What follows belongs to an exercise in optimizing a design on an open flow for small area; a production flow would make more cautious choices. Only simulation tests tie the RTL to the original design; equivalence was not proved. No activity file was given, so power comes from the tool's default toggle rates. The clock port is modelled as an ideal driver; clocking choices that lean on that would not hold on a real chip.

`flow/flow/run.sh`:
```
#!/bin/bash
# The standard layout, with two changes: port buffers use the smallest
# buffer cell, and clock tree synthesis inserts no dummy loads.
set -euo pipefail
export BUFFER_PORTS_ARGS="-buffer_cell sky130_fd_sc_hd__buf_1"
export CTS_ARGS="-sink_clustering_enable -repair_clock_nets -dont_use_dummy_load -buf_list sky130_fd_sc_hd__clkbuf_16 -sink_clustering_size 30 -sink_clustering_max_diameter 80"
bash standard.sh > standard.log 2>&1
```
`flow/standard.sh`:
```
#!/bin/bash
# synth_recipe.tcl (not shown) runs the flow's synth.tcl, then flattens the netlist and writes it again
# the make line also repeats each setting of config.mk as NAME=value (left out here)
make -C /OpenROAD-flow-scripts/flow DESIGN_CONFIG=/design/flow/config.mk WORK_HOME=/design/flow/orfs CLKGATE_MAP_FILE= SYNTH_SCRIPT=/design/flow/synth_recipe.tcl "${@:-finish}"
```
`flow/config.mk`:
```
export PLATFORM = sky130hd
export DESIGN_NAME = ospi_flash
export DESIGN_NICKNAME = ospi_flash
export VERILOG_FILES = /design/flow/design.v
export SDC_FILE = /design/flow/constraint.sdc
export NUM_CORES = 8
export LEC_CHECK = 0
export CAP_MARGIN = 25
export CORE_MARGIN = 2
export CORE_UTILIZATION = 80
export CTS_BUF_LIST = sky130_fd_sc_hd__clkbuf_16
export CTS_CLUSTER_DIAMETER = 80
export CTS_CLUSTER_SIZE = 30
export PLACE_DENSITY = 0.9
export SLEW_MARGIN = 25
export SYNTH_HIERARCHICAL = 1
export SYNTH_MINIMUM_KEEP_SIZE = 0
```
`flow/constraint.sdc`:
```
create_clock -name core_clock -period 14.0 [get_ports {clk}]
set_input_delay 2.8000 -clock core_clock [delete_from_list [all_inputs] [get_ports {clk}]]
set_output_delay 2.8000 -clock core_clock [all_outputs]
set_load 0.01 [all_outputs]
```
`flow/design.v`:
```
module ospi_flash(
    input wire clk,
    output wire [7:0] OSPI_IO_out,
    output wire OSPI_IO_oe,
    input wire OSPI_CS,
    input wire reset_n,
    input wire write_enable,
    input wire read_enable,
    input wire erase_enable,
    input wire [7:0] data_in,
    input wire [23:0] address,
    output reg [7:0] data_out,
    input wire HOLD_N,
    input wire [1:0] mode
);
    reg hold_active;
    reg ph;                        
    reg [7:0] st [0:255];          
    wire [7:0] a = address[7:0];
    wire act = !hold_active && !OSPI_CS;
    wire we  = reset_n && act && (write_enable || erase_enable);
    wire [7:0] wd = we ? ((erase_enable ? 8'hFF : data_in) ^ {8{ph}}) : 8'hFF;
    wire [15:0] pa, pb;
    genvar i, j, b;
    generate
        for (i = 0; i < 16; i = i + 1) begin : g_pre
            assign pa[i] = (a[3:0] == i);
            assign pb[i] = (a[7:4] == i);
        end
    endgenerate
    wire wen = ~we;
    wire [255:0] sn, w;
    wire [7:0] nx [0:255];
    wire [7:0] hit [0:127];
    generate
        for (j = 0; j < 16; j = j + 1) begin : g_hi
            for (i = 0; i < 16; i = i + 1) begin : g_lo
                localparam integer R = 16 * j + i;
                ospi_nand2 u_sn (.a(pa[i]), .b(pb[j]), .y(sn[R]));
                ospi_nor2  u_w  (.a(sn[R]), .b(wen), .y(w[R]));
                for (b = 0; b < 8; b = b + 1) begin : g_bit
                    ospi_oai22 u_nx (.a1(st[R][b]), .a2(w[R]), .b1(wd[b]), .b2(sn[R]), .y(nx[R][b]));
                end
                always @(posedge clk)
                    st[R] <= nx[R];
            end
        end
        for (i = 0; i < 128; i = i + 1) begin : g_pair
            for (b = 0; b < 8; b = b + 1) begin : g_bit
                ospi_oai22 u_hit (.a1(st[2*i][b]), .a2(sn[2*i]), .b1(st[2*i+1][b]), .b2(sn[2*i+1]), .y(hit[i][b]));
            end
        end
    endgenerate
    wire [7:0] l2 [0:7];
    wire [7:0] l3 [0:3];
    wire [7:0] sel;
    generate
        for (b = 0; b < 8; b = b + 1) begin : g_or
            for (i = 0; i < 8; i = i + 1) begin : g_l2
                ospi_or16 u (.x({hit[16*i+15][b], hit[16*i+14][b], hit[16*i+13][b], hit[16*i+12][b],
                                 hit[16*i+11][b], hit[16*i+10][b], hit[16*i+9][b],  hit[16*i+8][b],
                                 hit[16*i+7][b],  hit[16*i+6][b],  hit[16*i+5][b],  hit[16*i+4][b],
                                 hit[16*i+3][b],  hit[16*i+2][b],  hit[16*i+1][b],  hit[16*i][b]}),
                             .y(l2[i][b]));
            end
            for (i = 0; i < 4; i = i + 1) begin : g_l3
                ospi_nor2 u (.a(l2[2*i][b]), .b(l2[2*i+1][b]), .y(l3[i][b]));
            end
            ospi_nand4 u_l4 (.a(l3[0][b]), .b(l3[1][b]), .c(l3[2][b]), .d(l3[3][b]), .y(sel[b]));
        end
    endgenerate
    wire [7:0] d = sel ^ {8{~ph}};
    always @(posedge clk)
        ph <= ~ph;
    always @(posedge clk or negedge reset_n) begin
        if (!reset_n) begin
            data_out <= 8'hFF;
            hold_active <= 1'b0;
        end else begin
            hold_active <= !HOLD_N;
            if (act && read_enable)
                data_out <= d;
        end
    end
    assign OSPI_IO_oe = act && read_enable;
    wire [3:0] m;
    wire [7:0] p1 = {d[3:0], d[7:4]};
    wire [7:0] p2 = {d[1:0], d[3:2], d[5:4], d[7:6]};
    wire [7:0] p3 = {d[0], d[1], d[2], d[3], d[4], d[5], d[6], d[7]};
    generate
        for (i = 0; i < 4; i = i + 1) begin : g_mode
            assign m[i] = OSPI_IO_oe && (mode == i);
        end
        for (b = 0; b < 8; b = b + 1) begin : g_out
            ospi_ao4 u_o (.d({p3[b], p2[b], p1[b], d[b]}), .e(m), .y(OSPI_IO_out[b]));
        end
    endgenerate
endmodule
module ospi_oai22(input wire a1, input wire a2, input wire b1, input wire b2, output wire y);
    assign y = ~((a1 | a2) & (b1 | b2));
endmodule
module ospi_nand2(input wire a, input wire b, output wire y);
    assign y = ~(a & b);
endmodule
module ospi_nor2(input wire a, input wire b, output wire y);
    assign y = ~(a | b);
endmodule
module ospi_or16(input wire [15:0] x, output wire y);
    assign y = |x;
endmodule
module ospi_nand4(input wire a, input wire b, input wire c, input wire d, output wire y);
    assign y = ~(a & b & c & d);
endmodule
module ospi_ao4(input wire [3:0] d, input wire [3:0] e, output wire y);
    assign y = |(d & e);
endmodule
```
==> results.tsv, run 1 <==
metric	value	unit
Worst Tran Pin Value	1.23	ns
WS Path Type	in2out	
CTS clock-pin slew for the worst setup and hold paths	0.08	ns
largest family of logic cells by synthesized area	compound AO/OA/AOI/OAI gates	
Post-Syn Area	65400	µm²
fin. max-slew vios	0	
Stages on worst setup path	14	
RD Place Congestion	0.903	
Reg-to-Reg Start	ph	
Die Ht	290	µm
register bit total from synthesis	2058	
Synth Area in Compound Gates	29.8	%
syn_area_per_cell	10.7	µm²
Top Ports	58	
final wirelength	197	mm
CTS Buf Count	78	
Synth Area in Simple Gates	6.79	%
status	no timing/DRC/antenna violations	
post-route setup TNS	0	ns
CP arrival	7.96	ns
Cell Pwr Density	130	nW/µm²
Area Growth Syn to Fin	6.38	%
core area	80800	µm²
DR vias/cell	8.04	
min-delay worst type	reg2reg	
r2r worst-path depth	5	
logic gate share of total power	3.6	%
post-synthesis sequential area ratio	63.1	%
Nets	6334	
initial antenna violation count	4	
Setup crit start	address[3]	
VDD IR-drop max	0.000135	V
max incr delay on CP	0.72	ns
WL per Instance	26.8	µm
Pint	7070	µW
CTS Hold Bufs	0	
Clk Latency, worst-skew pair	0.70	ns
switch share	21.6	%
full die area	84100	µm²
Placement Setup Slack	3.73	ns
critical path required time	11.20	ns
Post-Synthesis Cells	6127	
sequential power share	66.6	%
slowest library cell on the worst path	nor4_1	
period utilisation layout	76.8	%
Tot GR Track Use	44.7	%
Largest delay share family, worst path	simple AND/OR/NAND/NOR gates	
final count of hold timing violations	0	
drt pass-1 iters	7	
Worst setup EP type	output pin	
Pleak	0.0259	µW
Critical Path Sink	OSPI_IO_out[1]	
Max Cap Violations	0	
fillers	4365	
first-pass GRT wire length	302	mm
synth warn	9	
XOR/XNOR Fraction of Synth Area	0.107	%
H-tree depth	3	
Final Setup Violations	0	
WP buf/inv	3	
fmax	93.0	MHz
DP Wirelength	117	mm
Startpoint Class	primary input	
Mapped Nets	6168	
clock root cell	clkbuf_16	
distinct cell type count after synthesis	27	
Final min period	10.76	ns
Pwr Total	9010	µW
Clock power frac	29.8	%
largest net degree at the start of global routing	197	
Final WS setup	3.24	ns
Reg2Reg Setup Slack	10.34	ns
vias	59153	
CTS tree	yes	
DRC Markers	0	
initial core utilization	81.0	%
layout cell share with drive strength beyond 1	2.99	%
multiplexer area fraction after synthesis	0.166	%
Worst slew margin	17.8	%
clock sink count	2058	
Worst Path Max Fanout	17	
IO buf count	41	
Antenna Violating Nets Remaining	0	
RSZ-0062 raised after global routing	false	
CP cell instances	buf_1 -> nand2b_1 -> nor2_2 -> buf_4 -> nand2_1 -> o22ai_1 -> nor4_1 -> nand4_1 -> nor2_1 -> nand4_1 -> xnor2_1 -> a22oi_1 -> nand2_1 -> buf_1	
switching power	1950	µW
Clock Skews	0.0565	ns
largest cells by area after synthesis	dfxtp_1 (63%), o22ai_1 (29%), nor4_1 (2.5%)	
num rows	104	
vias in the first global route	54156	
setup bufs post-CTS	0	
area leader, netlist	dfxtp_1	
area fraction of the dominant cell type after synthesis	62.7	%
synthesized-area fraction occupied by adder cells	0	%
chip width	290	µm
Critical R2R Capture	st[17][7]	
initial DRC count	8117	
GRT overflow	0	
CTS Buffer Depth	3	
post_cts resized	0	
==> power by group through the flow <==
stage / sequential, µW / clock (µW) / combinational (µW)
2_1_floorplan: 6130 / 0 / 173
3_5_place_dp: 6140 / 0 / 302
6_report: 6010 / 2680 / 325
3_3_place_gp: 6130 / 0 / 291
4_1_cts: 6000 / 2660 / 304
5_1_grt: 6020 / 2870 / 330
==> cells in the mapped netlist <==
cell,n
o22ai_1,3072
dfxtp_1,2049
nor2_1,306
nand2_1,268
nor4_1,258
nand4_1,72
nor3_1,20
a22oi_1,16
dfstp_2,8
nand2b_1,8
o21a_1,8
o221ai_1,8
xnor2_1,8
mux2_4,5
buf_2,3
mux2_2,3
and3b_2,2
buf_6,2
inv_1,2
nor3b_2,2
and3_2,1
buf_1,1
buf_12,1
clkbuf_1,1
dfrtp_1,1
nor3b_4,1
o21ai_0,1
==> Yosys stat by module (local to each module, per instance) <==
module	cells	times used	flip-flops and latches	cell area (µm²)
ospi_ao4	3	8	0	18.8
ospi_nand2	1	256	0	3.75
ospi_flash	2159	1	2058	42000
ospi_nand4	1	8	0	6.26
ospi_nor2	1	288	0	3.75
ospi_oai22	1	3072	0	6.26
ospi_or16	5	64	0	31.3
==> cell families after synthesis <==
kind of cell,Yosys count
AOI/OAI and AO/OA,3105
xor gates and xnor gates,8
muxes,8
DFF,2058
and+or+nand+nor,938
buffers and inverters,10
==> final cells by class <==
type	instances	area, µm²	area share (%)
antenna	7	17.5	0.0252
clock buffer	78	1950	2.80
inverter	2	7.51	0.0108
multi-input combinational	4059	24400	35.0
sequential	2058	41300	59.3
tap	1060	1330	1.91
timing repair buffer	94	684	0.983
==> worst register-to-register path: cells and delay by family, from the launching register on <==
kind | cells | cell delay, ns
buffers and inverters | 2 | 1.81
and+or+nand+nor | 1 | 0.21
AOI/OAI and AO/OA | 2 | 0.50
DFF | 1 | 0.96
==> sequential cells by signal, summed over array words and instances, names as in the netlist <==
name         cells
hold_active      1
data_out         8
ph               1
st            2048
==> placed cells by master (no fill, tap or decap), types with 2 or more instances in the layout <==
cell type	instances
inv_1	2
nand4_1	72
dfstp_2	8
nand2_1	268
nor3b_2	2
nor3_1	8
dfxtp_1	2049
mux2_2	3
buf_1	41
mux2_4	5
nor2_1	294
and3b_2	2
a22oi_1	16
clkbuf_16	78
o221ai_4	8
o21a_1	8
nand2b_1	8
nor4_2	2
buf_4	43
nor3_2	11
nor4_1	256
nor2_2	12
buf_12	9
diode_2	7
xnor2_1	8
o22ai_1	3072
==> per-stage QoR <==
stage	area, µm²	hold WS (ns)	util [%]	std cells
after floorplan	65400	0.422	-	6127
after global placement	67600	0.430	83.6	7272
after detailed placement	67600	0.438	83.7	7272
after CTS	69600	0.449	86.1	7350
after global routing	69600	0.458	86.1	7351
final	69600	0.448	86.1	7358
==> worst min-delay path by stage <==
stage	from	cells past startpoint	endpoint	slack [ns]
floorplan	st[101][0]	1	st[101][0]	0.42
CTS	st[195][7]	1	st[195][7]	0.45
global placement	st[79][1]	1	st[79][1]	0.43
global route	st[241][7]	1	st[241][7]	0.46
finish	st[208][2]	1	st[208][2]	0.45
detailed placement	st[137][7]	1	st[137][7]	0.44
==> routing by layer <==
layer	global-route usage, %	up-vias	share of wire (%)
met1	59.4	28100	37
met4	27.2	4	6.5
met5	0	-	0.014
li1	-	26144	-
met2	67.0	4011	44
met3	10.2	894	13
==> inputs of run 2 (changes only) <==
==> flow/flow/run.sh (replaced) <==
#!/bin/bash
# The standard layout, with two changes: port buffers use the smallest
# buffer cell, and clock tree synthesis inserts no dummy loads.
set -euo pipefail
export BUFFER_PORTS_ARGS="-buffer_cell sky130_fd_sc_hd__buf_1"
export CTS_ARGS="-sink_clustering_enable -repair_clock_nets -dont_use_dummy_load -buf_list sky130_fd_sc_hd__clkbuf_16 -sink_clustering_size 33 -sink_clustering_max_diameter 80"
bash standard.sh > standard.log 2>&1
==> run 2 against run 1 <==
Clock skew fell by 0.015 ns. Power fell by 0.98%. Utilization decreased by 0.21 points. Still clean on timing, DRC and antenna. Critical endpoint is now OSPI_IO_out[2]. Routed wire length is 0.57% lower.
==> results.tsv, run 2 <==
metric	value	unit	change
status	no timing/DRC/antenna violations		
first-pass GRT wire length	300	mm	-0.64%
IO buf count	41		unchanged
Worst setup EP type	output pin		
Worst Path Max Fanout	17		unchanged
GRT overflow	0		unchanged
Clk Latency, worst-skew pair	0.69	ns	about the same
register bit total from synthesis	2058		unchanged
most frequent cells after synthesis	o22ai_1 (3072), dfxtp_1 (2049), nor2_1 (306), nand2_1 (268), nor4_1 (258)		
fillers	4395		+0.69%
Startpoint Class	primary input		
CP arrival	7.87	ns	-0.09 ns
multi-input logic area	24400	µm²	unchanged
Die Ht	290	µm	unchanged
num rows	104		unchanged
initial core utilization	81.0	%	unchanged
initial antenna violation count	3		-1
Final min period	10.67	ns	-0.0850 ns
CTS Hold Bufs	0		unchanged
Worst slew margin	21.9	%	+4.1 points
clock sink count	2058		unchanged
async set-reset flop share out of synthesis	0.437	%	unchanged
distinct cell type count after synthesis	27		unchanged
Mapped Nets	6168		unchanged
period utilisation layout	76.2	%	-0.61 points
synth warn	9		unchanged
commonest cells after routing, fill and taps aside	o22ai_1 (3072), dfxtp_1 (2049), nor2_1 (294)		
largest net degree at the start of global routing	197		unchanged
final wirelength	196	mm	-0.57%
post-synthesis sequential area ratio	63.1	%	unchanged
H-tree depth	3		unchanged
RSZ-0062 raised after global routing	false		
vias in the first global route	53690		-0.86%
Pleak	0.0258	µW	-0.30%
EDFF count, synth	0		unchanged
dpl cell area	67600	µm²	unchanged
area leader, netlist	dfxtp_1		
layout cell share with drive strength beyond 1	2.90	%	-0.093 points
CTS clock-pin slew for the worst setup and hold paths	0.11	ns	+0.03 ns
post-route cell area	69400	µm²	-0.24%
RD Place Congestion	0.903		unchanged
chip width	290	µm	unchanged
core area	80800	µm²	unchanged
Area Growth Syn to Fin	6.13	%	
final count of hold timing violations	0		unchanged
Max Cap Violations	0		unchanged
fin. max-slew vios	0		unchanged
CTS Buffer Depth	3		unchanged
DRC Markers	0		unchanged
post-route setup TNS	0	ns	unchanged
drt pass-1 iters	9		+2
Final Setup Violations	0		unchanged
WS Path Type	in2out		
Antenna Violating Nets Remaining	0		unchanged
Tot GR Track Use	44.3	%	-0.34 points
CTS Buf Count	72		-7.7%
DR vias/cell	8.04		about the same
Post-Syn Area	65400	µm²	unchanged
commonest non-fill, non-tap cell in the layout	o22ai_1		
Clock Skews	0.0410	ns	-0.0155 ns
area fraction of the dominant cell type after synthesis	62.7	%	unchanged
largest cells by area after synthesis	dfxtp_1 (63%), o22ai_1 (29%), nor4_1 (2.5%)		
Top Ports	58		unchanged
initial DRC count	8732		+7.6%
max reg flops	2048		unchanged
Main synth FF type	dfxtp_1		
syn_area_per_cell	10.7	µm²	unchanged
setup bufs post-CTS	0		unchanged
critical path required time	11.20	ns	about the same
min-delay worst type	reg2reg		
Cell Pwr Density	129	nW/µm²	-0.74%
full die area	84100	µm²	unchanged
Nets	6328		-0.095%
Post-Synthesis Cells	6127		unchanged
most common cell in the netlist	o22ai_1		
Biggest register	st		
vias	59057		-0.16%
WL per Instance	26.6	µm	-0.44%
Worst Tran Pin Value	1.17	ns	-0.0609 ns
post_cts resized	0		unchanged
VDD IR-drop max	0.000119	V	-12%
register area	41300	µm²	unchanged
clock root cell	clkbuf_16		
biggest regs	st (2048), data_out (8)		
DP Wirelength	117	mm	unchanged
fmax	93.7	MHz	+0.80%
CTS tree	yes		
[run 2: cell count changes in the layout (fill, tap and decap cells not counted), sizes merged]
| cell | before | now |
|---|---|---|
| diode | 7 | 3 |
| clkbuf | 78 | 72 |
[run 2: final cells by class]
| type | count | share of cell area [%] |
|---|---|---|
| diodes | 3 | 0.0108 |
| clock buffers | 72 | 2.60 |
| inverters | 2 | 0.0108 |
| multi-input cells | 4059 | 35.1 |
| flip-flops and latches | 2058 | 59.4 |
| well taps | 1060 | 1.91 |
| repair buffers | 94 | 0.975 |
[run 2: through the flow]
step	std cells	hold slack, ns	setup slack, ns	power [µW]	util (%)
final	7348	0.450	3.33	8930	85.9
after global routing	7345	0.459	3.33	9120	85.9
after CTS	7344	0.451	3.70	8890	85.9
after detailed placement	7272	0.438	3.73	6440	83.7
after global placement	7272	0.430	3.86	6420	83.6
after floorplan	6127	0.422	0.674	6300	-
[run 2: Yosys stat by module (local to each module, per instance)]
module      area, µm²  copies in the design  cells inside  flops+latches
ospi_nand4       6.26                     8             1              0
ospi_or16        31.3                    64             5              0
ospi_flash      42000                     1          2159           2058
ospi_nand2       3.75                   256             1              0
ospi_nor2        3.75                   288             1              0
ospi_oai22       6.26                  3072             1              0
ospi_ao4         18.8                     8             3              0
[run 2: worst max-delay path, cell delays in order]
cell and delay [ns]:
buf_1 0.35, nand2b_1 0.33, nor2_2 0.16, buf_4 0.34
nand2_1 0.50, o22ai_1 0.19, nor4_1 0.59, nand4_1 0.38
nor2_1 0.51, nand4_1 0.45, xnor2_1 0.54, a22oi_1 0.16
nand2_1 0.27, buf_1 0.27
[run 2: path summary, 6_finish.rpt]
check                           depth (start not counted)  startpoint  slack, ns        endpoint
max in group asynchronous                               1     reset_n      11.57     data_out[6]
worst max-delay path                                   14  address[3]       3.33  OSPI_IO_out[2]
worst min register to register                          1  st[207][3]       0.45      st[207][3]
worst max register to register                          5          ph      10.39        st[0][5]
min in group asynchronous                               1     reset_n       2.07     hold_active
worst min-delay path                                    1  st[207][3]       0.45      st[207][3]
[run 2: where the power goes]
| group | total, µW | internal [µW] | switching [µW] |
|---|---|---|---|
| clock | 2600 | 939 | 1660 |
| sequential | 6010 | 5950 | 52.1 |
| combinational | 323 | 101 | 221 |
| total | 8930 | 6990 | 1930 |
[run 2: logic make-up after synthesis]
kind of cell              count (synthesis)  share of synthesized area [%]
buffers and inverters                    10                          0.111
AOI/OAI and AO/OA                      3105                           29.8
DFF                                    2058                           63.1
muxes                                     8                          0.166
xor gates and xnor gates                  8                          0.107
and+or+nand+nor                         938                           6.79
[run 2: routing by layer]
layer	up-vias	wire [µm]	global-route usage [%]	share of wire (%)
met2	4097	85000	66.8	43
met3	971	24700	9.13	13
li1	26148	-	-	-
met5	-	23	0	0.012
met1	27837	72400	59.7	37
met4	4	13700	26.3	7.0
==> inputs of run 3 (changes only) <==
==> flow/flow/run.sh (replaced) <==
#!/bin/bash
# The standard layout, with two changes: port buffers use the smallest
# buffer cell, and clock tree synthesis inserts no dummy loads.
set -euo pipefail
export BUFFER_PORTS_ARGS="-buffer_cell sky130_fd_sc_hd__buf_1"
export CTS_ARGS="-sink_clustering_enable -repair_clock_nets -dont_use_dummy_load -buf_list sky130_fd_sc_hd__clkbuf_16 -sink_clustering_size 30 -sink_clustering_max_diameter 60"
bash standard.sh > standard.log 2>&1
==> run 3 against run 2 <==
Via count increased by 0.63%. Area after synthesis unchanged. Die area unchanged. Hold slack got worse by 0.0056 ns. Critical path depth unchanged. Combinational power barely moved. Non-clock buffer count unchanged. Clock power grew 15%. Synthesized cell count did not move. Sequential share of layout area decreased by 0.58 points. Power grew 4.4%. Critical path type unchanged.
==> results.tsv, run 3 <==
metric	value	unit	change
H-tree depth	3		unchanged
distinct cell type count after synthesis	27		unchanged
post-route setup TNS	0	ns	unchanged
Worst Tran Pin Value	1.15	ns	-0.0230 ns
Max Cap Violations	0		unchanged
Post-Syn Area	65400	µm²	unchanged
period utilisation layout	78.7	%	+2.5 points
IO buf count	41		unchanged
RSZ-0062 raised after global routing	false		
post_cts resized	0		unchanged
final wirelength	199	mm	+1.8%
largest net degree at the start of global routing	197		unchanged
most common cell in the netlist	o22ai_1		
Die Ht	290	µm	unchanged
EDFF count, synth	0		unchanged
initial DRC count	8388		-3.9%
post-layout util	86.8	%	+0.85 points
chip width	290	µm	unchanged
async set-reset flop share out of synthesis	0.437	%	unchanged
GRT overflow	0		unchanged
first-pass GRT wire length	305	mm	+1.6%
WS Path Type	in2out		
core area	80800	µm²	unchanged
largest cells by area after synthesis	dfxtp_1 (63%), o22ai_1 (29%), nor4_1 (2.5%)		
CTS Hold Bufs	0		unchanged
critical path required time	11.20	ns	about the same
Cell Pwr Density	133	nW/µm²	+3.3%
Area Growth Syn to Fin	7.17	%	
vias in the first global route	54444		+1.4%
Final Setup Violations	0		unchanged
syn_area_per_cell	10.7	µm²	unchanged
final count of hold timing violations	0		unchanged
commonest non-fill, non-tap cell in the layout	o22ai_1		
RD Place Congestion	0.903		unchanged
CTS Buf Count	99		+38%
CTS clock-pin slew for the worst setup and hold paths	0.08	ns	-0.03 ns
drt pass-1 iters	8		-1
vias	59431		+0.63%
synth warn	9		unchanged
Clock Skews	0.0545	ns	+0.0134 ns
VDD IR-drop max	0.000131	V	+9.4%
num rows	104		unchanged
Top Ports	58		unchanged
Final min period	11.02	ns	+0.348 ns
full die area	84100	µm²	unchanged
fin. max-slew vios	0		unchanged
CTS Buffer Depth	3		unchanged
Clk Latency, worst-skew pair	0.71	ns	+0.02 ns
status	no timing/DRC/antenna violations		
post-synthesis sequential area ratio	63.1	%	unchanged
initial core utilization	81.0	%	unchanged
DRC Markers	0		unchanged
Biggest register	st		
Worst slew margin	23.4	%	+1.5 points
initial antenna violation count	3		unchanged
fmax	90.8	MHz	-3.2%
Antenna Violating Nets Remaining	0		unchanged
area fraction of the dominant cell type after synthesis	62.7	%	unchanged
Post-Synthesis Cells	6127		unchanged
area leader, netlist	dfxtp_1		
commonest cells after routing, fill and taps aside	o22ai_1 (3072), dfxtp_1 (2049), nor2_1 (294)		
clock root cell	clkbuf_16		
CTS tree	yes		
WL per Instance	27.0	µm	+1.4%
Mapped Nets	6168		unchanged
Main synth FF type	dfxtp_1		
setup bufs post-CTS	0		unchanged
layout cell share with drive strength beyond 1	3.31	%	+0.42 points
DR vias/cell	8.06		+0.26%
CP arrival	8.22	ns	+0.35 ns
Worst setup EP type	output pin		
Nets	6355		+0.43%
Worst Path Max Fanout	17		unchanged
max reg flops	2048		unchanged
min-delay worst type	reg2reg		
biggest regs	st (2048), data_out (8)		
Tot GR Track Use	45.1	%	+0.81 points
clock sink count	2058		unchanged
most frequent cells after synthesis	o22ai_1 (3072), dfxtp_1 (2049), nor2_1 (306), nand2_1 (268), nor4_1 (258)		
Pleak	0.0262	µW	+1.3%
DP Wirelength	117	mm	unchanged
Startpoint Class	primary input		
register bit total from synthesis	2058		unchanged
[run 3: power by group]
part	internal (µW)	switching (µW)	leakage [µW]
registers	5950	52.8	0.0188
logic	101	225	0.00610
clock network	1260	1720	0.00122
[run 3: final cells by class]
cell class,instances,area [µm²]
diodes,3,7.51
clock buffers,99,2480
fillers,4164,10700
inverters,2,7.51
multi-input cells,4059,24400
flip-flops and latches,2058,41300
well taps,1060,1330
repair buffers,94,684
[run 3: kinds of logic after synthesis]
family,after synthesis,share of synthesized area (%)
mux,8,0.166
simple gates,938,6.79
xor+xnor,8,0.107
buf+inv,10,0.111
compound gates,3105,29.8
flops,2058,63.1
[run 3: metal layers]
metal | routed length, µm | global-route usage, % | share of wire [%] | vias up
met2 | 87400 | 68.4 | 44 | 4173
li1 | - | - | - | 26164
met3 | 25700 | 10.7 | 13 | 964
met4 | 13600 | 26.4 | 6.8 | 4
met1 | 72700 | 59.6 | 36 | 28126
met5 | 22 | 0 | 0.011 | -
[run 3: worst paths after layout]
| check | slack [ns] | cells after the start | endpoint | startpoint |
|---|---|---|---|---|
| setup / recovery | 2.98 | 14 | OSPI_IO_out[1] | address[3] |
| hold / removal | 0.44 | 1 | st[146][1] | st[146][1] |
| setup reg to reg | 10.33 | 5 | st[200][7] | ph |
| hold reg to reg | 0.44 | 1 | st[146][1] | st[146][1] |
| max in group asynchronous | 11.56 | 1 | data_out[7] | reset_n |
| min in group asynchronous | 2.07 | 1 | hold_active | reset_n |
[run 3: through the flow]
step	setup WS (ns)	power (µW)	instance area, µm²	hold WS, ns	cells
after floorplan	0.674	6300	65400	0.422	6127
after global placement	3.86	6420	67600	0.430	7272
after detailed placement	3.73	6440	67600	0.438	7272
after CTS	3.54	9270	70100	0.446	7371
after global routing	3.10	9520	70100	0.455	7372
final	2.98	9320	70100	0.444	7375
[run 3: modules after synthesis, one instance, submodules excluded]
| module | flops+latches | copies in the design | cells | cell area, µm² |
|---|---|---|---|---|
| ospi_ao4 | 0 | 8 | 3 | 18.8 |
| ospi_flash | 2058 | 1 | 2159 | 42000 |
| ospi_nand2 | 0 | 256 | 1 | 3.75 |
| ospi_nand4 | 0 | 8 | 1 | 6.26 |
| ospi_nor2 | 0 | 288 | 1 | 3.75 |
| ospi_oai22 | 0 | 3072 | 1 | 6.26 |
| ospi_or16 | 0 | 64 | 5 | 31.3 |
[run 3: critical path: stages]
cell,delay [ns]
buf_1,0.36
nand2b_1,0.35
nor2_2,0.16
buf_4,0.35
nand2_1,0.49
o22ai_1,0.20
nor4_1,0.71
nand4_1,0.38
nor2_1,0.74
nand4_1,0.47
xnor2_1,0.51
a22oi_1,0.13
nand2_1,0.27
buf_1,0.28
==> inputs of run 4 (changes only) <==
==> flow/flow/run.sh (replaced) <==
#!/bin/bash
# The standard layout, with two changes: port buffers use the smallest
# buffer cell, and clock tree synthesis inserts no dummy loads.
set -euo pipefail
export BUFFER_PORTS_ARGS="-buffer_cell sky130_fd_sc_hd__buf_1"
export CTS_ARGS="-sink_clustering_enable -repair_clock_nets -dont_use_dummy_load -buf_list sky130_fd_sc_hd__clkbuf_16 -sink_clustering_buffer sky130_fd_sc_hd__clkbuf_8 -sink_clustering_size 18 -sink_clustering_max_diameter 60"
bash standard.sh > standard.log 2>&1
==> run 4 against run 3 <==
Still clean on timing, DRC and antenna. Routed wire length fell by 1.6%. Utilization fell by 0.52 points. Power fell by 3.2%. Die area did not move. Worst setup slack improved by 0.27 ns. Final area fell by 0.60%. Fmax rose by 2.5%. Critical endpoint is now OSPI_IO_out[2]. Largest cell class unchanged.
==> results.tsv, run 4 <==
metric	value	unit	change
GRT overflow	0		unchanged
Post-Synthesis Cells	6127		unchanged
busiest layer in global routing	met2		
GR Layer Usage met1	59.7	%	+0.094 points
Reg2Reg Setup Slack	10.36	ns	+0.03 ns
CTS tree	yes		
CTS Hold Bufs	0		unchanged
Area Growth Syn to Fin	6.53	%	
slowest library cell on the worst path	nor4_1		
first-pass GRT wire length	301	mm	-1.3%
post_cts resized	0		unchanged
Main synth FF type	dfxtp_1		
clock root cell	clkbuf_16		
commonest cells after routing, fill and taps aside	o22ai_1 (3072), dfxtp_1 (2049), nor2_1 (294)		
max reg flops	2048		unchanged
final wirelength	196	mm	-1.6%
EDFF count, synth	0		unchanged
Worst Tran Pin Value	1.24	ns	+0.0882 ns
IO buf count	41		unchanged
met3 usage	10.5	%	-0.18 points
max incr delay on CP	0.69	ns	-0.05 ns
distinct cell type count after synthesis	27		unchanged
largest cells by area after synthesis	dfxtp_1 (63%), o22ai_1 (29%), nor4_1 (2.5%)		
critical path required time	11.20	ns	about the same
vias in the first global route	54100		-0.63%
num rows	104		unchanged
RD Place Congestion	0.903		unchanged
Pleak	0.0260	µW	-0.65%
core area	80800	µm²	unchanged
final count of hold timing violations	0		unchanged
Final min period	10.75	ns	-0.268 ns
post-synthesis sequential area ratio	63.1	%	unchanged
Biggest register	st		
Die Ht	290	µm	unchanged
grt met2 use	66.3	%	-2.1 points
CTS Buf Count	134		+35%
Tot GR Track Use	44.6	%	-0.59 points
largest net degree at the start of global routing	197		unchanged
initial antenna violation count	4		+1
biggest regs	st (2048), data_out (8)		
post-route setup TNS	0	ns	unchanged
Nets	6390		+0.55%
synth warn	9		unchanged
status	no timing/DRC/antenna violations		
H-tree depth	4		+1
post-route cell area	69700	µm²	-0.60%
Max Cap Violations	0		unchanged
worst hold slack	0.447	ns	+0.00281 ns
RSZ-0062 raised after global routing	false		
vias	59259		-0.29%
DRC Markers	0		unchanged
most common cell in the netlist	o22ai_1		
most frequent cells after synthesis	o22ai_1 (3072), dfxtp_1 (2049), nor2_1 (306), nand2_1 (268), nor4_1 (258)		
initial core utilization	81.0	%	unchanged
clock sink count	2058		unchanged
dpl cell area	67600	µm²	unchanged
period utilisation layout	76.8	%	-1.9 points
Final Setup Violations	0		unchanged
Cell Pwr Density	129	nW/µm²	-2.6%
CTS Buffer Depth	3		unchanged
Worst slew margin	17.5	%	-5.9 points
min-delay worst type	reg2reg		
Largest delay share family, worst path	simple AND/OR/NAND/NOR gates		
setup bufs post-CTS	0		unchanged
chip width	290	µm	unchanged
DP Wirelength	117	mm	unchanged
Post-Syn Area	65400	µm²	unchanged
Worst setup EP type	output pin		
Clock Skews	0.0393	ns	-0.0152 ns
area leader, netlist	dfxtp_1		
CP arrival	7.95	ns	-0.27 ns
drt pass-1 iters	8		unchanged
WS Path Type	in2out		
Worst Path Max Fanout	17		unchanged
DR vias/cell	7.99		-0.87%
Clk Latency, worst-skew pair	0.71	ns	about the same
full die area	84100	µm²	unchanged
WP buf/inv	3		unchanged
Placement Setup Slack	3.73	ns	unchanged
CTS clock-pin slew for the worst setup and hold paths	0.06	ns	-0.02 ns
Final WS setup	3.25	ns	+0.268 ns
layout cell share with drive strength beyond 1	3.84	%	+0.53 points
VDD IR-drop max	0.000124	V	-5.2%
Antenna Violating Nets Remaining	0		unchanged
post-layout util	86.2	%	-0.52 points
register bit total from synthesis	2058		unchanged
syn_area_per_cell	10.7	µm²	unchanged
CP cell instances	buf_1 -> nand2b_1 -> nor2_2 -> buf_4 -> nand2_1 -> o22ai_1 -> nor4_1 -> nand4_1 -> nor2_1 -> nand4_1 -> xnor2_1 -> a22oi_1 -> nand2_1 -> buf_1		
WL per Instance	26.5	µm	-2.2%
fin. max-slew vios	0		unchanged
async set-reset flop share out of synthesis	0.437	%	unchanged
Mapped Nets	6168		unchanged
fmax	93.0	MHz	+2.5%
initial DRC count	8471		+0.99%
commonest non-fill, non-tap cell in the layout	o22ai_1		
area fraction of the dominant cell type after synthesis	62.7	%	unchanged
Top Ports	58		unchanged
Startpoint Class	primary input		
run 4: path summary, 6_finish.rpt:
kind / start / endpoint / depth (start not counted)
setup reg to reg: ph / st[231][7] / 5
hold reg to reg: st[208][0] / st[208][0] / 1
setup / recovery: address[3] / OSPI_IO_out[2] / 14
hold / removal: st[208][0] / st[208][0] / 1
min in group asynchronous: reset_n / hold_active / 1
max in group asynchronous: reset_n / data_out[6] / 1
run 4: per-module statistics from Yosys (local to each module, per instance):
module,cells,flip-flops and latches,cell area [µm²],copies in the design
ospi_nand2,1,0,3.75,256
ospi_or16,5,0,31.3,64
ospi_flash,2159,2058,42000,1
ospi_nor2,1,0,3.75,288
ospi_oai22,1,0,6.26,3072
ospi_nand4,1,0,6.26,8
ospi_ao4,3,0,18.8,8
run 4: logic make-up after synthesis:
| family | Yosys count | share of synthesized area (%) |
|---|---|---|
| DFF | 2058 | 63.1 |
| buffers and inverters | 10 | 0.111 |
| xor gates and xnor gates | 8 | 0.107 |
| AOI/OAI and AO/OA | 3105 | 29.8 |
| and+or+nand+nor | 938 | 6.79 |
| muxes | 8 | 0.166 |
run 4: routing by layer:
| metal | vias to the layer above | part of all wire (%) | wire, µm |
|---|---|---|---|
| met3 | 951 | 13 | 25700 |
| li1 | 26297 | - | - |
| met4 | 4 | 6.4 | 12500 |
| met2 | 4148 | 44 | 85500 |
| met5 | - | 0.0082 | 16 |
| met1 | 27859 | 37 | 72500 |
run 4: metrics by stage:
stage                     power (µW)  cells
after global placement          6420   7272
final                           9020   7418
after floorplan                 6300   6127
after detailed placement        6440   7272
after global routing            9230   7407
after CTS                       8980   7406
run 4: report_power, final:
group	total, µW	switching [µW]	leakage, µW	internal, µW
logic	324	223	0.00610	101
clock network	2690	1710	0.00105	976
registers	6000	52.0	0.0188	5950
total	9020	1990	0.0260	7030
run 4: layout make-up:
| type | count | area (µm²) |
|---|---|---|
| clock buffers | 134 | 2040 |
| diodes | 11 | 27.5 |
| flip-flops and latches | 2058 | 41300 |
| fillers | 4327 | 11100 |
| inverters | 2 | 7.51 |
| multi-input cells | 4059 | 24400 |
| well taps | 1060 | 1330 |
| repair buffers | 94 | 684 |
==> inputs of run 5 (changes only) <==
==> flow/flow/run.sh (replaced) <==
#!/bin/bash
# The standard layout, with two changes: port buffers use the smallest
# buffer cell, and clock tree synthesis inserts no dummy loads.
set -euo pipefail
export BUFFER_PORTS_ARGS="-buffer_cell sky130_fd_sc_hd__buf_1"
export CTS_ARGS="-sink_clustering_enable -repair_clock_nets -dont_use_dummy_load -buf_list sky130_fd_sc_hd__clkbuf_8 -sink_clustering_size 18 -sink_clustering_max_diameter 60"
bash standard.sh > standard.log 2>&1
==> run 5 against run 4 <==
Still clean on timing, DRC and antenna. First-iteration DRC count fell by 4.4%. Critical path depth did not move. Clock skew rose by 0.0081 ns. Final area fell by 0.29%. Sequential cell count did not move. Routed wire length fell by 0.65%. Area after synthesis did not move. Register-to-register slack got worse by 0.02 ns. Worst setup slack got worse by 0.029 ns. Highest routed layer unchanged.
==> results.tsv, run 5 <==
metric	value	unit	change
Worst setup EP type	output pin		
WL per Instance	26.3	µm	-0.61%
final count of hold timing violations	0		unchanged
Main synth FF type	dfxtp_1		
post-synthesis sequential area ratio	63.1	%	unchanged
area fraction of the dominant cell type after synthesis	62.7	%	unchanged
RD Place Congestion	0.903		unchanged
Nets	6390		unchanged
register area	41300	µm²	unchanged
Reg2Reg Setup Slack	10.34	ns	-0.02 ns
Clock Skews	0.0474	ns	+0.00813 ns
CTS Buf Count	134		unchanged
Final min period	10.78	ns	+0.0295 ns
CTS clock-pin slew for the worst setup and hold paths	0.09	ns	+0.03 ns
most frequent cells after synthesis	o22ai_1 (3072), dfxtp_1 (2049), nor2_1 (306), nand2_1 (268), nor4_1 (258)		
commonest cells after routing, fill and taps aside	o22ai_1 (3072), dfxtp_1 (2049), nor2_1 (294)		
vias in the first global route	53949		-0.28%
fillers	4380		+1.2%
register bit total from synthesis	2058		unchanged
chip width	290	µm	unchanged
biggest regs	st (2048), data_out (8)		
largest cells by area after synthesis	dfxtp_1 (63%), o22ai_1 (29%), nor4_1 (2.5%)		
fmax	92.8	MHz	-0.27%
status	no timing/DRC/antenna violations		
Final Setup Violations	0		unchanged
multi-input logic area	24400	µm²	unchanged
DP Wirelength	117	mm	unchanged
Cell Pwr Density	128	nW/µm²	-1.2%
CP arrival	7.98	ns	+0.03 ns
GRT overflow	0		unchanged
Die Ht	290	µm	unchanged
EDFF count, synth	0		unchanged
max reg flops	2048		unchanged
syn_area_per_cell	10.7	µm²	unchanged
Clk Latency, worst-skew pair	0.85	ns	+0.14 ns
Tot GR Track Use	44.4	%	-0.17 points
WS Path Type	in2out		
layout cell share with drive strength beyond 1	3.84	%	unchanged
Mapped Nets	6168		unchanged
area leader, netlist	dfxtp_1		
clock sink count	2058		unchanged
initial DRC count	8096		-4.4%
Pleak	0.0259	µW	-0.34%
Area Growth Syn to Fin	6.22	%	
VDD IR-drop max	0.000114	V	-7.7%
Max Cap Violations	0		unchanged
Placement Setup Slack	3.73	ns	unchanged
drt pass-1 iters	9		+1
Critical R2R Capture	st[231][7]		
RSZ-0062 raised after global routing	false		
period utilisation layout	77.0	%	+0.21 points
first-pass GRT wire length	300	mm	-0.36%
CTS Buffer Depth	3		unchanged
async set-reset flop share out of synthesis	0.437	%	unchanged
commonest non-fill, non-tap cell in the layout	o22ai_1		
most common cell in the netlist	o22ai_1		
initial antenna violation count	6		+2
Post-Synthesis Cells	6127		unchanged
Hold Path Sink	st[198][0]		
largest net degree at the start of global routing	197		unchanged
Worst slew margin	8.64	%	-8.9 points
critical path required time	11.20	ns	about the same
initial core utilization	81.0	%	unchanged
CTS Hold Bufs	0		unchanged
Top Ports	58		unchanged
core area	80800	µm²	unchanged
setup bufs post-CTS	0		unchanged
IO buf count	41		unchanged
r2r worst-path depth	5		unchanged
synth warn	9		unchanged
H-tree depth	4		unchanged
clock root cell	clkbuf_8		
post_cts resized	0		unchanged
Startpoint Class	primary input		
WHS Path Cells	1		unchanged
Biggest register	st		
Worst Tran Pin Value	1.37	ns	+0.134 ns
vias	59252		-0.012%
num rows	104		unchanged
DRC Markers	0		unchanged
Post-Syn Area	65400	µm²	unchanged
min-delay src	st[198][0]		
final wirelength	195	mm	-0.65%
Reg-to-Reg Start	ph		
Worst Path Max Fanout	17		unchanged
post-route setup TNS	0	ns	unchanged
CTS tree	yes		
Antenna Violating Nets Remaining	0		unchanged
distinct cell type count after synthesis	27		unchanged
DR vias/cell	7.99		about the same
Final WS setup	3.22	ns	-0.0295 ns
full die area	84100	µm²	unchanged
min-delay worst type	reg2reg		
fin. max-slew vios	0		unchanged
-- run 5: stage by stage --
step	cell area, µm²	utilization [%]	hold slack, ns	cells	power [µW]
6_report	69500	86.0	0.448	7415	8880
3_5_place_dp	67600	83.7	0.438	7272	6440
3_3_place_gp	67600	83.6	0.430	7272	6420
2_1_floorplan	65400	-	0.422	6127	6300
5_1_grt	69500	86.0	0.458	7408	9100
4_1_cts	69400	85.9	0.448	7406	8850
-- run 5: how the worst max path moves through the flow --
| stage | from | end | slack, ns | cells after the start |
|---|---|---|---|---|
| finish | address[3] | OSPI_IO_out[2] | 3.22 | 14 |
| global route | address[3] | OSPI_IO_out[2] | 3.21 | 14 |
| CTS | address[3] | OSPI_IO_out[2] | 3.69 | 14 |
| detailed placement | address[3] | OSPI_IO_out[2] | 3.73 | 14 |
| global placement | address[3] | OSPI_IO_out[1] | 3.86 | 14 |
| floorplan | erase_enable | st[0][0] | 0.67 | 5 |
-- run 5: layout make-up --
class | instances | area share [%]
clock buffer | 134 | 2.65
multi-input combinational | 4059 | 35.0
antenna | 8 | 0.0288
sequential | 2058 | 59.4
tap | 1060 | 1.91
inverter | 2 | 0.0108
timing repair buffer | 94 | 0.985
-- run 5: per-layer routing --
metal	global-route usage, %	share of wire [%]	routed length (µm)
met5	0	0.013	25
met4	26.2	6.5	12700
met3	10.5	13	24900
met2	66.1	43	84800
met1	59.5	37	72600
-- run 5: worst max-delay path, stage by stage --
cell,delay [ns]
buf_1,0.34
nand2b_1,0.33
nor2_2,0.15
buf_4,0.34
nand2_1,0.50
o22ai_1,0.18
nor4_1,0.70
nand4_1,0.41
nor2_1,0.63
nand4_1,0.38
xnor2_1,0.50
a22oi_1,0.13
nand2_1,0.27
buf_1,0.29
-- run 5: logic make-up (layout without fill, tap and decap cells) --
kind of cell / after synthesis / in the layout / share of synthesized area [%]
buf+inv: 10 / 230 / 0.111
other cells: 0 / 8 / 0
xor+xnor: 8 / 8 / 0.107
compound gates: 3105 / 3105 / 29.8
mux: 8 / 8 / 0.166
simple gates: 938 / 938 / 6.79
flops: 2058 / 2058 / 63.1
-- run 5: report_power, final --
| part | switching [µW] | internal (µW) | total (µW) |
|---|---|---|---|
| combinational | 220 | 101 | 321 |
| clock | 1690 | 865 | 2560 |
| sequential | 51.8 | 5950 | 6000 |
| total | 1970 | 6920 | 8880 |
-- run 5: Yosys stat by module (local to each module, per instance) --
module,flops+latches,cells,times used,cell area [µm²]
ospi_nor2,0,1,288,3.75
ospi_nand4,0,1,8,6.26
ospi_ao4,0,3,8,18.8
ospi_flash,2058,2159,1,42000
ospi_nand2,0,1,256,3.75
ospi_or16,0,5,64,31.3
ospi_oai22,0,1,3072,6.26
==> inputs of run 6 (changes only) <==
--- a/flow/design.v
+++ b/flow/design.v
@@ -20,5 +20,12 @@
     wire act = !hold_active && !OSPI_CS;
     wire we  = reset_n && act && (write_enable || erase_enable);
-    wire [7:0] wd = we ? ((erase_enable ? 8'hFF : data_in) ^ {8{ph}}) : 8'hFF;
+    wire [7:0] wdn = ~((erase_enable ? 8'hFF : data_in) ^ {8{ph}});
+    wire [7:0] wd;
+    genvar k;
+    generate
+        for (k = 0; k < 8; k = k + 1) begin : g_wd
+            ospi_nand2 u_wd (.a(we), .b(wdn[k]), .y(wd[k]));
+        end
+    endgenerate
     wire [15:0] pa, pb;
     genvar i, j, b;
==> run 6 against run 5 <==
Still clean. Worst setup slack improved by 0.20 ns. Critical path depth did not move. Area after synthesis down 0.12%. Critical endpoint is now OSPI_IO_out[0].
==> results.tsv, run 6 <==
metric	value	unit	change
WP buf/inv	3		unchanged
post-route setup TNS	0	ns	unchanged
Nets	6392		+0.031%
WL per Instance	26.1	µm	-0.91%
biggest regs	st (2048), data_out (8)		
Startpoint Class	primary input		
RSZ-0062 raised after global routing	false		
Mapped Nets	6164		-0.065%
Reg2Reg Setup Slack	10.27	ns	-0.07 ns
DP Wirelength	116	mm	-0.45%
area fraction of the dominant cell type after synthesis	62.8	%	+0.076 points
layout cell share with drive strength beyond 1	3.80	%	-0.048 points
final wirelength	193	mm	-0.84%
Worst Path Max Fanout	17		unchanged
commonest cells after routing, fill and taps aside	o22ai_1 (3072), dfxtp_1 (2049), nor2_1 (306)		
DR vias/cell	7.95		-0.46%
vias	59018		-0.39%
IO buf count	41		unchanged
initial antenna violation count	7		+1
initial DRC count	7125		-12%
largest cells by area after synthesis	dfxtp_1 (63%), o22ai_1 (29%), nor4_1 (2.5%)		
max reg flops	2048		unchanged
register bit total from synthesis	2058		unchanged
GRT overflow	0		unchanged
CP arrival	7.79	ns	-0.19 ns
min-delay src	st[202][1]		
Tot GR Track Use	44.0	%	-0.42 points
worst hold slack	0.445	ns	-0.00301 ns
Final min period	10.59	ns	-0.196 ns
most common cell in the netlist	o22ai_1		
min-delay worst type	reg2reg		
drt pass-1 iters	8		-1
Die Ht	290	µm	about the same
fin. max-slew vios	0		unchanged
chip width	290	µm	about the same
DRC Markers	0		unchanged
Critical R2R Capture	st[10][5]		
status	no timing/DRC/antenna violations		
CTS tree	yes		
RD Place Congestion	0.920		+1.8%
WHS Path Cells	1		unchanged
Area Growth Syn to Fin	6.26	%	about the same
slowest library cell on the worst path	nor4_1		
Clock Skews	0.0424	ns	-0.00503 ns
Post-Synthesis Cells	6123		-0.065%
Largest delay share family, worst path	simple AND/OR/NAND/NOR gates		
Final Setup Violations	0		unchanged
post-synthesis sequential area ratio	63.1	%	+0.076 points
final count of hold timing violations	0		unchanged
clock root cell	clkbuf_8		
commonest non-fill, non-tap cell in the layout	o22ai_1		
Worst slew margin	12.0	%	+3.3 points
Post-Syn Area	65300	µm²	-0.12%
core area	80700	µm²	-0.16%
area leader, netlist	dfxtp_1		
Antenna Violating Nets Remaining	0		unchanged
vias in the first global route	52839		-2.1%
async set-reset flop share out of synthesis	0.437	%	unchanged
WS Path Type	in2out		
Reg-to-Reg Start	ph		
largest net degree at the start of global routing	213		+8.1%
most frequent cells after synthesis	o22ai_1 (3072), dfxtp_1 (2049), nor2_1 (315), nand2_1 (276), nor4_1 (258)		
max incr delay on CP	0.61	ns	-0.09 ns
post-route cell area	69400	µm²	about the same
H-tree depth	4		unchanged
r2r worst-path depth	6		+1
CP cell instances	buf_1 -> nand2b_1 -> nor2_4 -> buf_4 -> nand2_1 -> o22ai_1 -> nor4_1 -> nand4_1 -> nor2_1 -> nand4_1 -> xnor2_1 -> a22oi_1 -> nand2_1 -> buf_1		
period utilisation layout	75.6	%	-1.4 points
fmax	94.5	MHz	+1.8%
post-layout util	86.1	%	about the same
setup bufs post-CTS	0		unchanged
Biggest register	st		
Pleak	0.0259	µW	about the same
CTS clock-pin slew for the worst setup and hold paths	0.07	ns	-0.02 ns
Clk Latency, worst-skew pair	0.81	ns	-0.04 ns
full die area	84000	µm²	-0.12%
num rows	104		unchanged
distinct cell type count after synthesis	25		-7.4%
CTS Buf Count	134		unchanged
dpl cell area	67400	µm²	-0.24%
syn_area_per_cell	10.7	µm²	about the same
first-pass GRT wire length	292	mm	-2.6%
post_cts resized	0		unchanged
Worst Tran Pin Value	1.32	ns	-0.0502 ns
Worst setup EP type	output pin		
Main synth FF type	dfxtp_1		
clock sink count	2058		unchanged
critical path required time	11.20	ns	about the same
Cell Pwr Density	130	nW/µm²	+1.5%
Hold Path Sink	st[202][1]		
VDD IR-drop max	0.000115	V	+0.93%
initial core utilization	81.0	%	about the same
Top Ports	58		unchanged
CTS Hold Bufs	0		unchanged
Max Cap Violations	0		unchanged
CTS Buffer Depth	3		unchanged
EDFF count, synth	0		unchanged
synth warn	9		unchanged
Pwr Total	9010	µW	+1.4%
-- run 6: cell types whose count changed in the layout (fill, tap and decap cells not counted), moves of 2 or more --
cell | before | now
nor2_1 | 294 | 306
nand2_4 | 0 | 8
nor3_1 | 8 | 0
o21a_1 | 8 | 0
o221ai_4 | 8 | 0
xnor2_1 | 8 | 16
nor2_2 | 12 | 7
buf_16 | 1 | 4
diode_2 | 8 | 11
buf_12 | 9 | 7
buf_4 | 43 | 41
buf_6 | 0 | 2
nor2_4 | 0 | 2
-- run 6: metal layers --
| layer | vias up | GRT usage (%) | wire length, µm |
|---|---|---|---|
| li1 | 26214 | - | - |
| met1 | 27891 | 58.3 | 71500 |
| met2 | 3983 | 66.4 | 84600 |
| met3 | 926 | 8.78 | 23300 |
| met4 | 4 | 27.9 | 13900 |
| met5 | - | 0 | 43 |
-- run 6: worst max path at each step --
stage / slack [ns] / endpoint / start / cells after the start
final: 3.41 / OSPI_IO_out[0] / address[2] / 14
after detailed placement: 3.83 / OSPI_IO_out[6] / address[2] / 14
after global routing: 3.43 / OSPI_IO_out[4] / address[2] / 14
after floorplan: 0.19 / st[0][0] / erase_enable / 4
after global placement: 3.86 / OSPI_IO_out[6] / address[2] / 14
after CTS: 3.79 / OSPI_IO_out[6] / address[2] / 14
-- run 6: final cells by class --
class | instances | area (µm²)
sequential | 2058 | 41300
multi-input combinational | 4060 | 24200
fill | 4372 | 11200
clock buffer | 134 | 1840
tap | 1060 | 1330
timing repair buffer | 95 | 734
antenna | 11 | 27.5
inverter | 2 | 7.51
-- run 6: worst reg2reg max path, cell delays in order, from the launching register on --
cell	delay, ns
dfxtp_1	0.65
inv_2	0.23
xnor2_1	0.22
nand2_4	0.78
buf_4	0.74
buf_4	0.75
o22ai_1	0.21
-- run 6: where the power goes --
part	leakage, µW	total [µW]	switching, µW	internal, µW
Combinational	0.00614	391	263	128
Sequential	0.0188	6060	70.7	5990
Clock	0.000964	2560	1690	866
-- run 6: stage by stage --
stage | worst slack, ns | std cells
after floorplan | 0.194 | 6123
after global placement | 3.86 | 7271
after detailed placement | 3.83 | 7271
after CTS | 3.79 | 7405
after global routing | 3.43 | 7413
final | 3.41 | 7420
-- run 6: cell families after synthesis --
| group | synth area share, % |
|---|---|
| multiplexers | 0.167 |
| buffers and inverters | 0.0459 |
| AO/OA/AOI/OAI | 29.6 |
| XOR/XNOR | 0.214 |
| AND/OR/NAND/NOR | 6.81 |
| flip-flops | 63.1 |
-- run 6: per-module statistics from Yosys, one instance, submodules excluded --
module      cell area [µm²]  cells inside  copies in the design
ospi_ao4               18.8             3                     8
ospi_nand4             6.26             1                     8
ospi_flash            41800          2147                     1
ospi_or16              31.3             5                    64
ospi_nand2             3.75             1                   264
ospi_nor2              3.75             1                   288
ospi_oai22             6.26             1                  3072
==> inputs of run 7 (changes only) <==
==> flow/flow/run.sh (replaced) <==
#!/bin/bash
# The standard layout, with two changes: port buffers use the smallest
# buffer cell, and clock tree synthesis inserts no dummy loads.
set -euo pipefail
export BUFFER_PORTS_ARGS="-buffer_cell sky130_fd_sc_hd__buf_1"
export CTS_ARGS="-sink_clustering_enable -repair_clock_nets -dont_use_dummy_load -buf_list sky130_fd_sc_hd__clkbuf_4 -sink_clustering_size 10 -sink_clustering_max_diameter 40"
bash standard.sh > standard.log 2>&1
==> run 7 against run 6 <==
Utilization decreased by 0.19 points. Non-clock buffer count unchanged. Routed wire length increased by 0.30%. Sequential share of layout area increased by 0.13 points. Highest routed layer unchanged. Still clean.
==> results.tsv, run 7 <==
metric	value	unit	change
IO buf count	41		unchanged
final count of hold timing violations	0		unchanged
initial antenna violation count	6		-1
Worst setup EP type	output pin		
clock sink count	2058		unchanged
DR vias/cell	7.91		-0.53%
commonest cells after routing, fill and taps aside	o22ai_1 (3072), dfxtp_1 (2049), nor2_1 (306)		
final wirelength	194	mm	+0.30%
Biggest register	st		
initial DRC count	7141		+0.22%
Reg2Reg Setup Slack	10.18	ns	-0.09 ns
Startpoint Class	primary input		
Worst slew margin	5.13	%	-6.9 points
biggest regs	st (2048), data_out (8)		
period utilisation layout	75.6	%	about the same
clock root cell	clkbuf_4		
Clock Skews	0.109	ns	+0.0669 ns
critical path required time	11.20	ns	about the same
RSZ-0062 raised after global routing	false		
vias	59451		+0.73%
Post-Synthesis Cells	6123		unchanged
initial core utilization	81.0	%	unchanged
register bit total from synthesis	2058		unchanged
commonest non-fill, non-tap cell in the layout	o22ai_1		
post-synthesis sequential area ratio	63.1	%	unchanged
drt pass-1 iters	7		-1
Area Growth Syn to Fin	6.03	%	
full die area	84000	µm²	unchanged
vias in the first global route	53713		+1.7%
area fraction of the dominant cell type after synthesis	62.8	%	unchanged
post-route setup TNS	0	ns	unchanged
syn_area_per_cell	10.7	µm²	unchanged
Cell Pwr Density	129	nW/µm²	-0.63%
async set-reset flop share out of synthesis	0.437	%	unchanged
fin. max-slew vios	0		unchanged
post_cts resized	0		unchanged
CTS Hold Bufs	0		unchanged
Clk Latency, worst-skew pair	1.17	ns	+0.36 ns
Die Ht	290	µm	unchanged
CTS clock-pin slew for the worst setup and hold paths	0.08	ns	about the same
CTS Buffer Depth	3		unchanged
post-route cell area	69300	µm²	-0.22%
CTS Buf Count	226		+69%
Final min period	10.59	ns	+0.00260 ns
first-pass GRT wire length	294	mm	+0.60%
Max Cap Violations	0		unchanged
EDFF count, synth	0		unchanged
layout cell share with drive strength beyond 1	5.17	%	+1.4 points
WL per Instance	25.8	µm	-0.96%
setup bufs post-CTS	0		unchanged
Final WS setup	3.41	ns	-0.00260 ns
Pleak	0.0260	µW	+0.28%
chip width	290	µm	unchanged
Post-Syn Area	65300	µm²	unchanged
CP arrival	7.79	ns	about the same
Worst Path Max Fanout	17		unchanged
area leader, netlist	dfxtp_1		
largest cells by area after synthesis	dfxtp_1 (63%), o22ai_1 (29%), nor4_1 (2.5%)		
DP Wirelength	116	mm	unchanged
max reg flops	2048		unchanged
Worst Tran Pin Value	1.42	ns	+0.103 ns
Mapped Nets	6164		unchanged
Nets	6484		+1.4%
Pwr Total	8930	µW	-0.85%
Final Setup Violations	0		unchanged
min-delay worst type	reg2reg		
VDD IR-drop max	0.000104	V	-10%
RD Place Congestion	0.920		unchanged
most frequent cells after synthesis	o22ai_1 (3072), dfxtp_1 (2049), nor2_1 (315), nand2_1 (276), nor4_1 (258)		
core area	80700	µm²	unchanged
WS Path Type	in2out		
GRT overflow	0		unchanged
DRC Markers	0		unchanged
status	no timing/DRC/antenna violations		
H-tree depth	4		unchanged
num rows	104		unchanged
Main synth FF type	dfxtp_1		
largest net degree at the start of global routing	213		unchanged
Antenna Violating Nets Remaining	0		unchanged
dpl cell area	67400	µm²	unchanged
Top Ports	58		unchanged
Placement Setup Slack	3.83	ns	unchanged
Tot GR Track Use	44.2	%	+0.24 points
CTS tree	yes		
fmax	94.4	MHz	about the same
distinct cell type count after synthesis	25		unchanged
most common cell in the netlist	o22ai_1		
synth warn	9		unchanged
run 7: cell counts after synthesis:
Identical to the previous run, type by type.
run 7: cells by family after synthesis:
| family | after synthesis | synth area share, % |
|---|---|---|
| AO/OA/AOI/OAI | 3090 | 29.6 |
| XOR/XNOR | 16 | 0.214 |
| buffers and inverters | 5 | 0.0459 |
| flip-flops | 2058 | 63.1 |
| multiplexers | 8 | 0.167 |
| AND/OR/NAND/NOR | 946 | 6.81 |
run 7: per-module statistics from Yosys, one instance, submodules excluded:
module,times used,area (µm²)
ospi_flash,1,41800
ospi_or16,64,31.3
ospi_ao4,8,18.8
ospi_nand4,8,6.26
ospi_oai22,3072,6.26
ospi_nand2,264,3.75
ospi_nor2,288,3.75
run 7: area by class of cell:
cell class | count | area, µm²
fillers | 4468 | 11400
diodes | 13 | 32.5
flip-flops and latches | 2058 | 41300
repair buffers | 95 | 727
well taps | 1060 | 1330
multi-input cells | 4060 | 24200
inverters | 2 | 7.51
clock buffers | 226 | 1700
run 7: critical path, stage by stage:
cell	delay, ns
buf_1	0.31
nand2b_1	0.37
nor3_2	0.06
buf_4	0.36
nand2_1	0.51
o22ai_1	0.17
nor4_1	0.64
nand4_1	0.36
nor2_1	0.68
nand4_1	0.30
xnor2_1	0.45
a22oi_1	0.16
nand2_1	0.29
buf_1	0.28
run 7: final timing paths:
path	depth (start not counted)	to	startpoint
worst max-delay path	14	OSPI_IO_out[1]	address[2]
max in group asynchronous	1	data_out[3]	reset_n
worst max register to register	6	st[190][5]	ph
worst min register to register	1	st[108][0]	st[108][0]
worst min-delay path	1	st[108][0]	st[108][0]
min in group asynchronous	1	hold_active	reset_n
run 7: power by group:
group | internal (µW) | switching, µW | total, µW | leakage [µW]
logic | 128 | 263 | 390 | 0.00614
registers | 5990 | 70.4 | 6060 | 0.0188
clock network | 737 | 1750 | 2480 | 0.00104
total | 6850 | 2080 | 8930 | 0.0260
run 7: stage by stage:
stage	hold WS, ns	utilization [%]	instances
2_1_floorplan	0.422	-	6123
3_3_place_gp	0.429	83.6	7271
3_5_place_dp	0.438	83.6	7271
4_1_cts	0.448	85.7	7497
5_1_grt	0.458	85.8	7504
6_report	0.445	85.9	7514
run 7: per-layer routing:
| layer | GRT usage [%] | vias to the layer above | share of wire, % | routed length (µm) |
|---|---|---|---|---|
| met5 | 0 | - | 0.0088 | 17 |
| li1 | - | 26465 | - | - |
| met3 | 9.34 | 932 | 12 | 22800 |
| met1 | 58.1 | 28132 | 37 | 72100 |
| met2 | 66.8 | 3920 | 44 | 84900 |
| met4 | 28.6 | 2 | 7.3 | 14100 |
==> inputs of run 8 (changes only) <==
==> flow/flow/run.sh (replaced) <==
#!/bin/bash
# The standard layout, with two changes: port buffers use the smallest
# buffer cell, and clock tree synthesis inserts no dummy loads.
set -euo pipefail
export BUFFER_PORTS_ARGS="-buffer_cell sky130_fd_sc_hd__buf_1"
export CTS_ARGS="-sink_clustering_enable -repair_clock_nets -dont_use_dummy_load -buf_list sky130_fd_sc_hd__clkbuf_4 -sink_clustering_buffer sky130_fd_sc_hd__clkbuf_8 -sink_clustering_size 18 -sink_clustering_max_diameter 60"
bash standard.sh > standard.log 2>&1
==> run 8 against run 7 <==
Area after synthesis stayed put. Sequential cell count unchanged. Critical path type unchanged. Synthesized cell count is the same. Sequential share of layout area is essentially flat. Global-route usage fell by 0.31 points. Power is essentially flat. Hold slack improved by 0.00055 ns. Still clean on timing, DRC and antenna. Combinational power hardly changed. Utilization hardly changed. Non-clock buffer count stayed put.
==> results.tsv, run 8 <==
metric	value	unit	change
status	no timing/DRC/antenna violations		
VDD IR-drop max	0.000116	V	+12%
Pwr Total	8930	µW	about the same
Die Ht	290	µm	unchanged
CTS clock-pin slew for the worst setup and hold paths	0.08	ns	about the same
Pint	6920	µW	+0.95%
commonest cells after routing, fill and taps aside	o22ai_1 (3072), dfxtp_1 (2049), nor2_1 (306)		
full die area	84000	µm²	unchanged
core area	80700	µm²	unchanged
area leader, netlist	dfxtp_1		
Clk Latency, worst-skew pair	1.01	ns	-0.16 ns
critical path required time	11.20	ns	about the same
register area	41300	µm²	unchanged
Pleak	0.0259	µW	-0.45%
first-pass GRT wire length	292	mm	-0.72%
post-synthesis sequential area ratio	63.1	%	unchanged
Worst Tran Pin Value	1.37	ns	-0.0568 ns
sequential power share	67.8	%	about the same
vias in the first global route	52798		-1.7%
Main synth FF type	dfxtp_1		
fillers	4416		-1.2%
Mapped Nets	6164		unchanged
vias	58999		-0.76%
largest cells by area after synthesis	dfxtp_1 (63%), o22ai_1 (29%), nor4_1 (2.5%)		
Final min period	10.54	ns	-0.0515 ns
Clock Skews	0.0783	ns	-0.0310 ns
clock root cell	clkbuf_4		
Worst Path Max Fanout	17		unchanged
Worst setup EP type	output pin		
IO buf count	41		unchanged
final wirelength	193	mm	-0.68%
commonest non-fill, non-tap cell in the layout	o22ai_1		
period utilisation layout	75.3	%	-0.37 points
WS Path Type	in2out		
initial antenna violation count	8		+2
syn_area_per_cell	10.7	µm²	unchanged
chip width	290	µm	unchanged
CTS Hold Bufs	0		unchanged
DR vias/cell	7.95		+0.52%
DRC Markers	0		unchanged
max incr delay on CP	0.65	ns	-0.03 ns
Final Setup Violations	0		unchanged
dpl cells	7271		unchanged
Top Ports	58		unchanged
Worst slew margin	8.92	%	+3.8 points
switch share	22.6	%	-0.73 points
most common cell in the netlist	o22ai_1		
Final WS setup	3.46	ns	+0.0514 ns
DP Wirelength	116	mm	unchanged
async set-reset flop share out of synthesis	0.437	%	unchanged
H-tree depth	4		unchanged
max reg flops	2048		unchanged
Clock power frac	27.8	%	about the same
Placement Setup Slack	3.83	ns	unchanged
RSZ-0062 raised after global routing	false		
Post-Syn Area	65300	µm²	unchanged
drt pass-1 iters	8		+1
Cell Pwr Density	129	nW/µm²	about the same
area fraction of the dominant cell type after synthesis	62.8	%	unchanged
switching power	2010	µW	-3.1%
CTS tree	yes		
initial DRC count	7338		+2.8%
most frequent cells after synthesis	o22ai_1 (3072), dfxtp_1 (2049), nor2_1 (315), nand2_1 (276), nor4_1 (258)		
setup bufs post-CTS	0		unchanged
multi-input logic area	24200	µm²	unchanged
largest net degree at the start of global routing	213		unchanged
clock sink count	2058		unchanged
CP arrival	7.74	ns	-0.05 ns
fin cells	7418		-1.3%
RD Place Congestion	0.920		unchanged
num rows	104		unchanged
Startpoint Class	primary input		
final count of hold timing violations	0		unchanged
CTS Buf Count	134		-41%
min-delay worst type	reg2reg		
fin. max-slew vios	0		unchanged
fmax	94.9	MHz	+0.49%
synth warn	9		unchanged
register bit total from synthesis	2058		unchanged
Nets	6392		-1.4%
Area Growth Syn to Fin	6.09	%	about the same
post-layout util	85.9	%	about the same
Reg2Reg Setup Slack	10.26	ns	+0.08 ns
logic gate share of total power	4.4	%	about the same
Tot GR Track Use	43.9	%	-0.31 points
CP cell instances	buf_1 -> nand2b_1 -> nor3_2 -> buf_4 -> nand2_1 -> o22ai_1 -> nor4_1 -> nand4_1 -> nor2_1 -> nand4_1 -> xnor2_1 -> a22oi_1 -> nand2_1 -> buf_1		
post-route setup TNS	0	ns	unchanged
Max Cap Violations	0		unchanged
slowest library cell on the worst path	nor4_1		
CTS Buffer Depth	3		unchanged
Post-Synthesis Cells	6123		unchanged
WL per Instance	26.0	µm	+0.61%
initial core utilization	81.0	%	unchanged
layout cell share with drive strength beyond 1	3.80	%	-1.4 points
distinct cell type count after synthesis	25		unchanged
Biggest register	st		
post_cts resized	0		unchanged
GRT overflow	0		unchanged
EDFF count, synth	0		unchanged
Antenna Violating Nets Remaining	0		unchanged
biggest regs	st (2048), data_out (8)		
## run 8: critical path, delay by kind of cell
kind | cells | cell delay [ns]
AOI/OAI and AO/OA | 2 | 0.33
xor gates and xnor gates | 1 | 0.50
buffers and inverters | 3 | 1.05
and+or+nand+nor | 8 | 3.01
## run 8: final timing paths
kind | startpoint | endpoint | depth (start not counted)
worst max-delay path | address[2] | OSPI_IO_out[4] | 14
worst max register to register | ph | st[28][5] | 6
min in group asynchronous | reset_n | hold_active | 1
worst min-delay path | st[202][1] | st[202][1] | 1
max in group asynchronous | reset_n | hold_active | 1
worst min register to register | st[202][1] | st[202][1] | 1
## run 8: metrics by stage
stage,cell area [µm²],hold WS [ns]
floorplan,65300,0.422
global placement,67400,0.429
detailed placement,67400,0.438
CTS,69200,0.449
global route,69300,0.459
finish,69300,0.446
## run 8: routing by layer
metal | GRT usage [%] | vias to the layer above | routed length [µm]
li1 | - | 26249 | -
met1 | 58.3 | 27893 | 71300
met2 | 66.6 | 3968 | 84900
met3 | 8.79 | 885 | 23200
met4 | 26.9 | 4 | 13200
met5 | 0 | - | 33
## run 8: logic make-up (layout without fill, tap and decap cells)
logic type | count (synthesis) | after routing | share of synthesized area (%)
other cells | 0 | 9 | 0
flops | 2058 | 2058 | 63.1
buf+inv | 5 | 231 | 0.0459
simple gates | 946 | 946 | 6.81
xor+xnor | 16 | 16 | 0.214
mux | 8 | 8 | 0.167
compound gates | 3090 | 3090 | 29.6
## run 8: final cells by class
type                       count  area share, %
sequential                  2058           59.5
multi-input combinational   4060           35.0
clock buffer                 134           2.51
tap                         1060           1.91
timing repair buffer          95           1.06
antenna                        9         0.0325
inverter                       2         0.0108
## run 8: Yosys stat by module, one instance, submodules excluded
module / times used / flops+latches
ospi_oai22: 3072 / 0
ospi_or16: 64 / 0
ospi_flash: 1 / 2058
ospi_nand4: 8 / 0
ospi_ao4: 8 / 0
ospi_nor2: 288 / 0
ospi_nand2: 264 / 0
## run 8: power by group through the flow
stage | sequential [µW] | combinational (µW) | clock (µW)
floorplan | 6170 | 220 | 0
global placement | 6180 | 353 | 0
detailed placement | 6190 | 367 | 0
CTS | 6050 | 368 | 2470
global route | 6070 | 397 | 2690
finish | 6060 | 390 | 2480

separate check: timing with driven ports:
No port has a modelled driver above. Below, the same layouts with a new extraction and two added sets of constraints. Step 1 assumes that a clkbuf_16 drives the clock port and a buf_2 every other input. Step 2 times the ports against the registers' clock, not the clock port: input delays grow and output delays shrink by t, the midpoint of the rising clock arrivals with the driver on. Three values: ideal, step 1, step 2; two values: the first two.
run | t, ns | setup WS [ns]
run 1 | 0.742 | 3.244 / 3.184 / 3.184
run 2 | 0.742 | 3.329 / 3.277 / 3.277
run 3 | 0.757 | 2.981 / 2.923 / 2.923
run 4 | 0.778 | 3.248 / 3.197 / 3.197
run 5 | 0.885 | 3.219 / 3.161 / 3.161
run 6 | 0.881 | 3.414 / 3.359 / 3.359
run 7 | 1.188 | 3.412 / 3.358 / 3.358
run 8 | 1.062 | 3.463 / 3.408 / 3.408
After both steps setup and hold are still met in every run listed.
